From an optimization exercise on the open Yosys and OpenROAD flow, aimed at small area and a short achievable clock period; shortcuts taken in it are not production practice.
Function not checked in this run: the RTL went through the layout flow alone.
No activity file was given, so power comes from the tool's default toggle rates.

<file path="run.sh">
#!/bin/bash
# synth_recipe.tcl (not shown) runs the flow's synth.tcl, then flattens the netlist and writes it again
# the make line also repeats each setting of config.mk as NAME=value (left out here)
make -C /OpenROAD-flow-scripts/flow DESIGN_CONFIG=/design/flow/config.mk WORK_HOME=/design/flow/orfs CLKGATE_MAP_FILE= SYNTH_SCRIPT=/design/flow/synth_recipe.tcl finish
</file>
<file path="config.mk">
export PLATFORM = sky130hd
export DESIGN_NAME = formulaChecker
export DESIGN_NICKNAME = formulaChecker
export VERILOG_FILES = /design/flow/design.v
export SDC_FILE = /design/flow/constraint.sdc
export NUM_CORES = 4
export LEC_CHECK = 0
export CAP_MARGIN = 20
export CORE_MARGIN = 2
export CORE_UTILIZATION = 40
export SLEW_MARGIN = 20
</file>
<file path="constraint.sdc">
create_clock -name core_clock -period 6.0 [get_ports {in_clk}]
set_input_delay 1.2000 -clock core_clock [delete_from_list [all_inputs] [get_ports {in_clk}]]
set_output_delay 1.2000 -clock core_clock [all_outputs]
set_load 0.01 [all_outputs]
</file>
<file path="design.v">
`timescale 1ns / 1ps
module OneClauseChecker #(
parameter MAXIMUM_BIT_WIDTH_OF_INTEGER_COEFFICIENT = 4, 
parameter MAXIMUM_BIT_WIDTH_OF_BOOLEAN_COEFFICIENT = 2, 
parameter MAXIMUM_BIT_WIDTH_OF_INTEGER_VARIABLE_INDEX = 1, 
parameter MAXIMUM_BIT_WIDTH_OF_BOOLEAN_VARIABLE_INDEX = 1, 
parameter MAXIMUM_BIT_WIDTH_OF_INTEGER_VARIABLE=4, 
parameter MAXIMUM_BIT_WIDTH_OF_BOOLEAN_VARIABLE=1, 
parameter MAXIMUM_BIT_WIDTH_OF_CLAUSES_INDEX = 3 
)
(
input [ (2**MAXIMUM_BIT_WIDTH_OF_BOOLEAN_VARIABLE_INDEX) - 1 : 0] in_boolean_current_assigmnets, 
input [( (2**MAXIMUM_BIT_WIDTH_OF_BOOLEAN_VARIABLE_INDEX) * 2 ) - 1: 0] in_boolean_coefficients, 
input [(((2**MAXIMUM_BIT_WIDTH_OF_INTEGER_VARIABLE_INDEX))* MAXIMUM_BIT_WIDTH_OF_INTEGER_VARIABLE )-1:0] in_integer_current_assigmnets, 
input [(((2**MAXIMUM_BIT_WIDTH_OF_INTEGER_VARIABLE_INDEX) + 1)* MAXIMUM_BIT_WIDTH_OF_INTEGER_COEFFICIENT )-1:0] in_integer_coefficients, 
input in_enable, 
input in_clk, 
input in_reset, 
output reg out_clause_is_satisfied, 
output reg ready_flag 
); 
reg signed [7:0]  sum_values_integer ;  
integer i; 
reg integer_satisfied , boolean_satisfied;  
reg [ (2**MAXIMUM_BIT_WIDTH_OF_BOOLEAN_VARIABLE_INDEX) - 1 : 0] boolean_buffer ;  
reg  [1:0] exist_coeff;
wire signed [MAXIMUM_BIT_WIDTH_OF_INTEGER_COEFFICIENT -1:0] in_integer_coefficients_array [0:2**MAXIMUM_BIT_WIDTH_OF_INTEGER_VARIABLE_INDEX] ;  
wire signed [MAXIMUM_BIT_WIDTH_OF_INTEGER_VARIABLE-1:0] in_integer_current_assignment_array[0:(2**MAXIMUM_BIT_WIDTH_OF_INTEGER_VARIABLE_INDEX)-1]; 
    genvar j; 
    for( j=0;j<=2**MAXIMUM_BIT_WIDTH_OF_INTEGER_VARIABLE_INDEX;j=j+1)
    begin
    if(j<2**MAXIMUM_BIT_WIDTH_OF_INTEGER_VARIABLE_INDEX)
    begin
        assign in_integer_current_assignment_array[j]=in_integer_current_assigmnets[((MAXIMUM_BIT_WIDTH_OF_INTEGER_VARIABLE-1)+j*(MAXIMUM_BIT_WIDTH_OF_INTEGER_VARIABLE)):(j*MAXIMUM_BIT_WIDTH_OF_INTEGER_VARIABLE)];
        assign in_integer_coefficients_array[j]=in_integer_coefficients[((MAXIMUM_BIT_WIDTH_OF_INTEGER_COEFFICIENT-1)+j*(MAXIMUM_BIT_WIDTH_OF_INTEGER_COEFFICIENT)):(j*MAXIMUM_BIT_WIDTH_OF_INTEGER_COEFFICIENT)];
    end
    else
        assign in_integer_coefficients_array[j]=in_integer_coefficients[((MAXIMUM_BIT_WIDTH_OF_INTEGER_COEFFICIENT-1)+j*(MAXIMUM_BIT_WIDTH_OF_INTEGER_COEFFICIENT)):(j*MAXIMUM_BIT_WIDTH_OF_INTEGER_COEFFICIENT)];
    end  
always @(posedge in_clk)
    begin
        if(!in_reset)
            begin
            if(in_enable)
            begin
                sum_values_integer = 0; 
                for(i = 0 ; i < (2**MAXIMUM_BIT_WIDTH_OF_INTEGER_VARIABLE_INDEX) ; i = i + 1  )  
                    begin   
                        sum_values_integer = sum_values_integer + in_integer_current_assignment_array[i] * in_integer_coefficients_array[i]; 
                    end
                sum_values_integer = sum_values_integer + in_integer_coefficients_array[(2**MAXIMUM_BIT_WIDTH_OF_INTEGER_VARIABLE_INDEX)];
                if( $signed (sum_values_integer) <= 0)
                    integer_satisfied = 1;  
                else
                    integer_satisfied = 0;
                for(i = 0 ; i < (2**MAXIMUM_BIT_WIDTH_OF_BOOLEAN_VARIABLE_INDEX) ; i = i + 1  )  
                    begin
                        exist_coeff = in_boolean_coefficients[i*2 +: 2];  
                        if(exist_coeff >= 2)  
                            if(exist_coeff[0] == in_boolean_current_assigmnets[i])
                                boolean_buffer[i] = 1;    
                             else
                                boolean_buffer[i] = 0;  
                        else
                            boolean_buffer[i] = 0;  
                    end
                    if(boolean_buffer == 0)
                            boolean_satisfied = 0;    
                    else
                            boolean_satisfied = 1;
               out_clause_is_satisfied = integer_satisfied | boolean_satisfied;
               ready_flag=1; 
               end
            else 
            begin
                      ready_flag=0;
                      out_clause_is_satisfied=0;
            end     
            end
        else
            begin
                ready_flag=0;
                out_clause_is_satisfied=0;
                integer_satisfied=0;
                boolean_satisfied=0;
                boolean_buffer=0;
                exist_coeff=0;
            end
    end
endmodule
`timescale 1ns / 1ps
module ClauseRegister_IntegerLiteral
#(
    parameter MAXIMUM_BIT_WIDTH_OF_INTEGER_COEFFICIENT=2,
    parameter NUMBER_OF_INTEGER_VARIABLES=2,
    parameter MODULE_IDENTIFIER=1,
    parameter MAX_BIT_WIDTH_OF_CLAUSES_INDEX=1
)(
     input [(MAXIMUM_BIT_WIDTH_OF_INTEGER_COEFFICIENT * (NUMBER_OF_INTEGER_VARIABLES+1 
     )) -1 : 0 ] in_clause_coefficients,
     input [MAX_BIT_WIDTH_OF_CLAUSES_INDEX-1:0]in_clause_index,
     input in_reset,
     input in_clk,                                                                    
     output reg [(MAXIMUM_BIT_WIDTH_OF_INTEGER_COEFFICIENT * (NUMBER_OF_INTEGER_VARIABLES+1 
     )) -1 : 0  ] out_clause_coefficients
    );
    always @(posedge in_clk)
    begin
       if(in_reset)
        out_clause_coefficients <= {(MAXIMUM_BIT_WIDTH_OF_INTEGER_COEFFICIENT * NUMBER_OF_INTEGER_VARIABLES)  {1'b0}};
        else begin
           if(in_clause_index==MODULE_IDENTIFIER)
            out_clause_coefficients <= in_clause_coefficients;
           else
            out_clause_coefficients<=out_clause_coefficients;
        end          
    end
endmodule
module ClauseRegister_BooleanLiteral
#(
 parameter MAXIMUM_BIT_WIDTH_OF_BOOLEAN_COEFFICIENT=2,
 parameter NUMBER_OF_BOOLEAN_VARIABLES=2,
 parameter MODULE_IDENTIFIER=1,
 parameter MAX_BIT_WIDTH_OF_CLAUSES_INDEX=1
)
(
input [(MAXIMUM_BIT_WIDTH_OF_BOOLEAN_COEFFICIENT*NUMBER_OF_BOOLEAN_VARIABLES)-1 : 0 ] in_clause_coefficients,
     input [MAX_BIT_WIDTH_OF_CLAUSES_INDEX-1:0]in_clause_index,
     input in_reset,
     input in_clk,
     output reg [(MAXIMUM_BIT_WIDTH_OF_BOOLEAN_COEFFICIENT*NUMBER_OF_BOOLEAN_VARIABLES) -1 : 0  ] out_clause_coefficients
);
always @(posedge in_clk)
    begin
       if(in_reset)
        out_clause_coefficients <= {(MAXIMUM_BIT_WIDTH_OF_BOOLEAN_COEFFICIENT * NUMBER_OF_BOOLEAN_VARIABLES)  {1'b0}};
        else begin
           if(in_clause_index==MODULE_IDENTIFIER)
            out_clause_coefficients <= in_clause_coefficients;
           else
            out_clause_coefficients<=out_clause_coefficients;
        end          
    end
endmodule
`timescale 1ns / 1ps
module formulaChecker
#(
parameter MAXIMUM_BIT_WIDTH_OF_INTEGER_COEFFICIENT = 4, 
parameter MAXIMUM_BIT_WIDTH_OF_BOOLEAN_COEFFICIENT = 2, 
parameter MAXIMUM_BIT_WIDTH_OF_INTEGER_VARIABLE_INDEX = 2, 
parameter MAXIMUM_BIT_WIDTH_OF_BOOLEAN_VARIABLE_INDEX = 2, 
parameter MAXIMUM_BIT_WIDTH_OF_INTEGER_VARIABLE=4, 
parameter MAXIMUM_BIT_WIDTH_OF_BOOLEAN_VARIABLE=1, 
parameter MAXIMUM_BIT_WIDTH_OF_CLAUSES_INDEX = 4 
)
(
input in_clk, 
input in_reset, 
input [(2**MAXIMUM_BIT_WIDTH_OF_CLAUSES_INDEX)-1:0] in_clause_enable, 
input [((2**MAXIMUM_BIT_WIDTH_OF_INTEGER_VARIABLE_INDEX)+1 
)*MAXIMUM_BIT_WIDTH_OF_INTEGER_COEFFICIENT-1:0]in_clause_coefficients_integer, 
input [(MAXIMUM_BIT_WIDTH_OF_BOOLEAN_COEFFICIENT*(2**MAXIMUM_BIT_WIDTH_OF_BOOLEAN_VARIABLE_INDEX))-1 : 0 ] in_clause_coefficients_boolean, 
input [MAXIMUM_BIT_WIDTH_OF_CLAUSES_INDEX-1:0] in_clause_index, 
input [MAXIMUM_BIT_WIDTH_OF_INTEGER_VARIABLE*(2**MAXIMUM_BIT_WIDTH_OF_INTEGER_VARIABLE_INDEX)-1:0]in_integer_assignment_after_move,
input [MAXIMUM_BIT_WIDTH_OF_BOOLEAN_VARIABLE*(2**MAXIMUM_BIT_WIDTH_OF_BOOLEAN_VARIABLE_INDEX)-1:0]in_boolean_assignment_after_move,
input in_enable,
output wire [2**MAXIMUM_BIT_WIDTH_OF_CLAUSES_INDEX-1:0] all_satisfied,
output  satisfied
 );
 wire [((2**MAXIMUM_BIT_WIDTH_OF_INTEGER_VARIABLE_INDEX)+1 
 )*MAXIMUM_BIT_WIDTH_OF_INTEGER_COEFFICIENT-1:0]clauses_coefficients_integer[0:(2**MAXIMUM_BIT_WIDTH_OF_CLAUSES_INDEX)-1];
 wire [(2**MAXIMUM_BIT_WIDTH_OF_BOOLEAN_VARIABLE_INDEX)*MAXIMUM_BIT_WIDTH_OF_BOOLEAN_COEFFICIENT-1:0]clauses_coefficients_boolean[0:(2**MAXIMUM_BIT_WIDTH_OF_CLAUSES_INDEX)-1];
 wire [2**MAXIMUM_BIT_WIDTH_OF_CLAUSES_INDEX-1:0] clause_satisfied ;
 wire checker_ready_flag[0:2**MAXIMUM_BIT_WIDTH_OF_CLAUSES_INDEX-1];
 integer k; 
assign satisfied =(clause_satisfied | ~(in_clause_enable))==  {2**MAXIMUM_BIT_WIDTH_OF_CLAUSES_INDEX{1'b1}}? 1:0;
 assign all_satisfied = clause_satisfied;
generate 
 genvar i,j;
 for(i=0;i<(2**MAXIMUM_BIT_WIDTH_OF_CLAUSES_INDEX);i=i+1)begin:generate_formula_and_check_satisfiability
 ClauseRegister_IntegerLiteral
 #( 
 .MAXIMUM_BIT_WIDTH_OF_INTEGER_COEFFICIENT(MAXIMUM_BIT_WIDTH_OF_INTEGER_COEFFICIENT),
 .NUMBER_OF_INTEGER_VARIABLES(2**MAXIMUM_BIT_WIDTH_OF_INTEGER_VARIABLE_INDEX),
 .MODULE_IDENTIFIER(i),
 .MAX_BIT_WIDTH_OF_CLAUSES_INDEX(MAXIMUM_BIT_WIDTH_OF_CLAUSES_INDEX)
 )
     clause_register_integer(
          .in_clause_coefficients(in_clause_coefficients_integer),
          .in_clause_index(in_clause_index),
          .in_reset(in_reset),
          .in_clk(in_clk),
          .out_clause_coefficients(clauses_coefficients_integer[i])
         );
  ClauseRegister_BooleanLiteral
          #( 
          .MAXIMUM_BIT_WIDTH_OF_BOOLEAN_COEFFICIENT(MAXIMUM_BIT_WIDTH_OF_BOOLEAN_COEFFICIENT),
          .NUMBER_OF_BOOLEAN_VARIABLES(2**MAXIMUM_BIT_WIDTH_OF_BOOLEAN_VARIABLE_INDEX),
          .MODULE_IDENTIFIER(i),
          .MAX_BIT_WIDTH_OF_CLAUSES_INDEX(MAXIMUM_BIT_WIDTH_OF_CLAUSES_INDEX)
          )
              clause_register_boolean(
                   .in_clause_coefficients(in_clause_coefficients_boolean),
                   .in_clause_index(in_clause_index),
                   .in_reset(in_reset),
                   .in_clk(in_clk),
                   .out_clause_coefficients(clauses_coefficients_boolean[i])
                  );   
       OneClauseChecker #(
                  .MAXIMUM_BIT_WIDTH_OF_INTEGER_COEFFICIENT(MAXIMUM_BIT_WIDTH_OF_INTEGER_COEFFICIENT),
                  .MAXIMUM_BIT_WIDTH_OF_BOOLEAN_COEFFICIENT(MAXIMUM_BIT_WIDTH_OF_BOOLEAN_COEFFICIENT),
                  .MAXIMUM_BIT_WIDTH_OF_INTEGER_VARIABLE_INDEX(MAXIMUM_BIT_WIDTH_OF_INTEGER_VARIABLE_INDEX),
                  .MAXIMUM_BIT_WIDTH_OF_BOOLEAN_VARIABLE_INDEX(MAXIMUM_BIT_WIDTH_OF_BOOLEAN_VARIABLE_INDEX),
                  .MAXIMUM_BIT_WIDTH_OF_INTEGER_VARIABLE(MAXIMUM_BIT_WIDTH_OF_INTEGER_VARIABLE),
                  .MAXIMUM_BIT_WIDTH_OF_BOOLEAN_VARIABLE(MAXIMUM_BIT_WIDTH_OF_BOOLEAN_VARIABLE),
                  .MAXIMUM_BIT_WIDTH_OF_CLAUSES_INDEX(MAXIMUM_BIT_WIDTH_OF_CLAUSES_INDEX)
                  )
                  check_on_clause 
                  (
                    .in_boolean_current_assigmnets(in_boolean_assignment_after_move),
                    .in_boolean_coefficients(clauses_coefficients_boolean[i]),          
                    .in_integer_current_assigmnets(in_integer_assignment_after_move),
                    .in_integer_coefficients(clauses_coefficients_integer[i]),  
                    .in_enable(in_clause_enable[i]&in_enable),
                    .in_clk(in_clk),
                    .in_reset(in_reset),
                    .out_clause_is_satisfied(clause_satisfied[i]),
                    .ready_flag(checker_ready_flag[i])
                  ); 
end
endgenerate
endmodule
</file>
==> results.cfg <==
[logic_synthesis]
synthFlopType = dfxtp_1
post_synth_fa_ha_maj_area_fraction_pct = 47.5
yosys.cell_count.top_type = nand2_1
synthDominantCellAreaShare_pct = 36.1
synth_compound_gate_area_share_pct = 6.14
synth_unique_cells = 50
yosys.area_share.xor_xnor_pct = 6.91
synth_top_family_by_area = adder cells
synth_warnings = 34
mux_contribution_to_synthesized_area_pct = 0.692
synth-async-reset-ratio_pct = 0
synth_edf_count = 0
flop_and_latch_count_out_of_synthesis = 464
post_synth_instance_area_sq_um = 64800
synth.avg_cell_area_sq_um = 8.95
post-synth-top-area-cell = fa_1
yosys-top-cells-count = nand2_1, inv_1, fa_1, ha_1, a21oi_1
syn_nets = 9066
syn_inst = 7235
post_synth_and_or_nand_nor_area_fraction_pct = 14.7
ys_seq_area_share_pct = 14.3
ys_top_cells_by_area = fa_1, dfxtp_1, ha_1, nand2_1, inv_1

[cells_and_area]
layout.area.seq_sq_um = 9290
filler_cell_count = 15600
stdcell_area_sq_um = 73100
finish.cell_count_without_fillers = 9698
multiInputGateArea_sq_um = 49300
antenna_cells = 0
drive_gt1_share_pct = 8.38
areaGrowthSynthToFinish_pct = 12.8
nets = 9316
final_core_utilization_pct = 45.4

[worst_setup_path]
cp_data_arrival_time_ns = 6.32
reg2reg_depth = 17
start_kind = input pin
criticalPathCategory = in2reg
cp_max_fo = 37
worstSetupEndpointType = flop
r2r_slack_ns = 0.62
worst-endpoint-required_ns = 6.57

[pwr]
vdd_drop_max_uv = 265
power_density_nw_per_um2 = 139
total_leakage_power_nw = 30.2

[timing]
fmax_ghz = 0.174
relSlewSlack_pct = 17.9
post-route-period-util_pct = 95.9
timing_hold_violations_final = 0
setup_violations = 0
report.final.slew_viol_count = 0
fin_hold_ws_ns = 0.456
worstMarginPinSlew_ns = 1.23
fin_worst_skew_ns = 0.0231
unrepaired_setup_endpoints_after_global_routing = no
tns_ns = 0
layout_min_cycle_time_ns = 5.76

[floorplan]
row_count = 147
ioPinCount = 88
core-area_sq_um = 161000
chipWidth_microns = 406
floorplan.die_area_sq_um = 165000
floorplan.initialDensity_pct = 40.3
die_h_microns = 406

[grt]
grt_max_degree = 225
via_count_of_the_first_global_routing_pass = 50700
track_usage_pct = 23.6
antenna_found_initial = 11
first_pass_grt_wire_length_microns = 297000
globalRouteOverflowTotal = 0

[drt]
routed_wirelength_microns = 188000
postRouteAntennaNets = 0
drc_errors = 0
drt_first_iter_violations = 3441
drtPass1Iterations = 5
vias_post_dr = 48000
wl_per_cell_microns = 19.4
post_drt_via_cell_ratio = 4.94

[clock_tree]
clk_path_buf_depth = 3
cts_bufs_inserted = 61
worst_skew_pair.late_latency_ns = 0.71
htreeDepth = 2
cts_tree = done
cts_root_buf = clkbuf_16
clkSlewWorstSetupHoldPaths_ns = 0.06
postCtsHoldBufs = 0
cts_sinks = 464

[outcome]
status = no timing/DRC/antenna violations

[placement]
detailed_place_hpwl_microns = 146000
gp_congestion = 0.913
post_dp_cell_area_sq_um = 70800
place_inst = 9581
port_buffers = 87

[run]
max_cap_violations = 0

[min_path]
hold_depth = 2
min_path_type = reg2reg
stage by stage:
stage               power (W)  setup slack (ns)
floorplan             0.00511           -0.0614
global placement      0.00612            -0.488
detailed placement    0.00618            -0.637
CTS                    0.0102           0.00208
global route           0.0107           0.00546
finish                 0.0101             0.244
how the worst max path moves through the flow:
stage | start | end | slack [ns] | cells after the start
2_1_floorplan | in_integer_assignment_after_move[8] | flop | -0.06 | 19
3_3_place_gp | in_integer_assignment_after_move[15] | flop | -0.49 | 18
3_5_place_dp | in_integer_assignment_after_move[15] | flop | -0.64 | 17
4_1_cts | in_integer_assignment_after_move[15] | flop | 0.002 | 18
5_1_grt | in_integer_assignment_after_move[1] | flop | 0.005 | 17
6_report | in_integer_assignment_after_move[15] | flop | 0.24 | 21
placed cells by master (no fill, tap or decap), drive strengths merged, types with 9 or more instances in the layout:
cell           count
nand3             20
nor3              21
dfxtp            464
fa              1168
ha               592
clkinv            21
nor2              55
clkdlybuf4s50     51
xnor3             16
nor4              10
xor2              50
clkbuf            73
a21oi            537
buf              477
o21ai             87
and2             365
nand2           1381
a22oi             29
o211ai            10
mux2i             38
a21o              27
inv             1320
nor2b             26
nand2b           194
clkinvlp           9
xnor2            419
layout make-up:
class                   count  area share (%)
multi-input cells        5115            67.5
flip-flops and latches    464            12.7
inverters                1315            6.76
repair buffers            528            6.37
well taps                2160            3.70
clock buffers              73            2.23
clock inverters            43           0.731
layer usage:
metal	up-vias	GRT usage, %	wire length, microns
met1	24200	32.7	82100
li1	22200	-	-
met2	1305	39.5	89700
met5	-	0	48
met3	216	3.07	11600
met4	8	5.17	4550
cell families (layout without fill, tap and decap cells):
group	after synthesis	count (layout)
AND/OR/NAND/NOR	2091	2091
adder cells (fa/ha/maj)	1760	1760
buffers and inverters	1656	1959
AO/OA/AOI/OAI	735	735
XOR/XNOR	485	485
flip-flops	464	464
multiplexers	44	44
critical path, cell delays in order:
cell and delay [ns]:
buf_8 0.19, buf_12 0.21, and2_1 0.18, buf_4 0.14
fa_1 0.51, inv_1 0.08, fa_1 0.53, inv_1 0.06
fa_1 0.49, inv_1 0.06, fa_1 0.55, fa_1 0.43
fa_1 0.50, inv_1 0.05, ha_1 0.28, inv_1 0.07
nor3_1 0.18, nor2_1 0.06, a22o_1 0.23, a31oi_1 0.19
a21oi_1 0.08
where the power goes:
group          switching, W  internal [W]  total, W  leakage [nW]
Clock               0.00170       0.00231   0.00401          1.04
Sequential         0.000100       0.00315   0.00325          3.75
Combinational       0.00163       0.00125   0.00288          25.4
Total               0.00343       0.00671    0.0101          30.2
repair_timing:
item	CTS	global route
buffers inserted	0	0
setup endpoints to repair	0	5
gates resized for setup	0	6

-- port drivers added, routing unchanged --
How much do the figures lean on ideal ports? The routed layout below was timed once more, with nothing changed but the port constraints.
Step 1 (the two cells are an assumption about what drives the block):
set clk [get_ports {in_clk}]
set_driving_cell -lib_cell sky130_fd_sc_hd__clkbuf_16 $clk
set_driving_cell -lib_cell sky130_fd_sc_hd__buf_2 [delete_from_list [all_inputs] $clk]
Step 2 adds t to the input delays and takes it off the output delays; t is the mean of the earliest and latest rising clock arrival at the registers after step 1. Input paths then give back, and output paths get back, about the clock's delay inside the block.
Slacks: ideal / step 1 / step 2; pairs: ideal / step 1.
shift t [ns]: 0.780
setup WS [ns]: 0.244 / 0.249 / -0.532
hold WS [ns]: 0.456 / 0.456 / 0.456
worst register clock-pin slew, ns: 0.08 / 0.08
worst slew at a driven data input, ns: 0.15
With both steps, setup timing fails in this run, where it was met with ideal ports. The setup slack of this run moves by +0.005 ns with the drivers and by -0.776 ns with both steps.
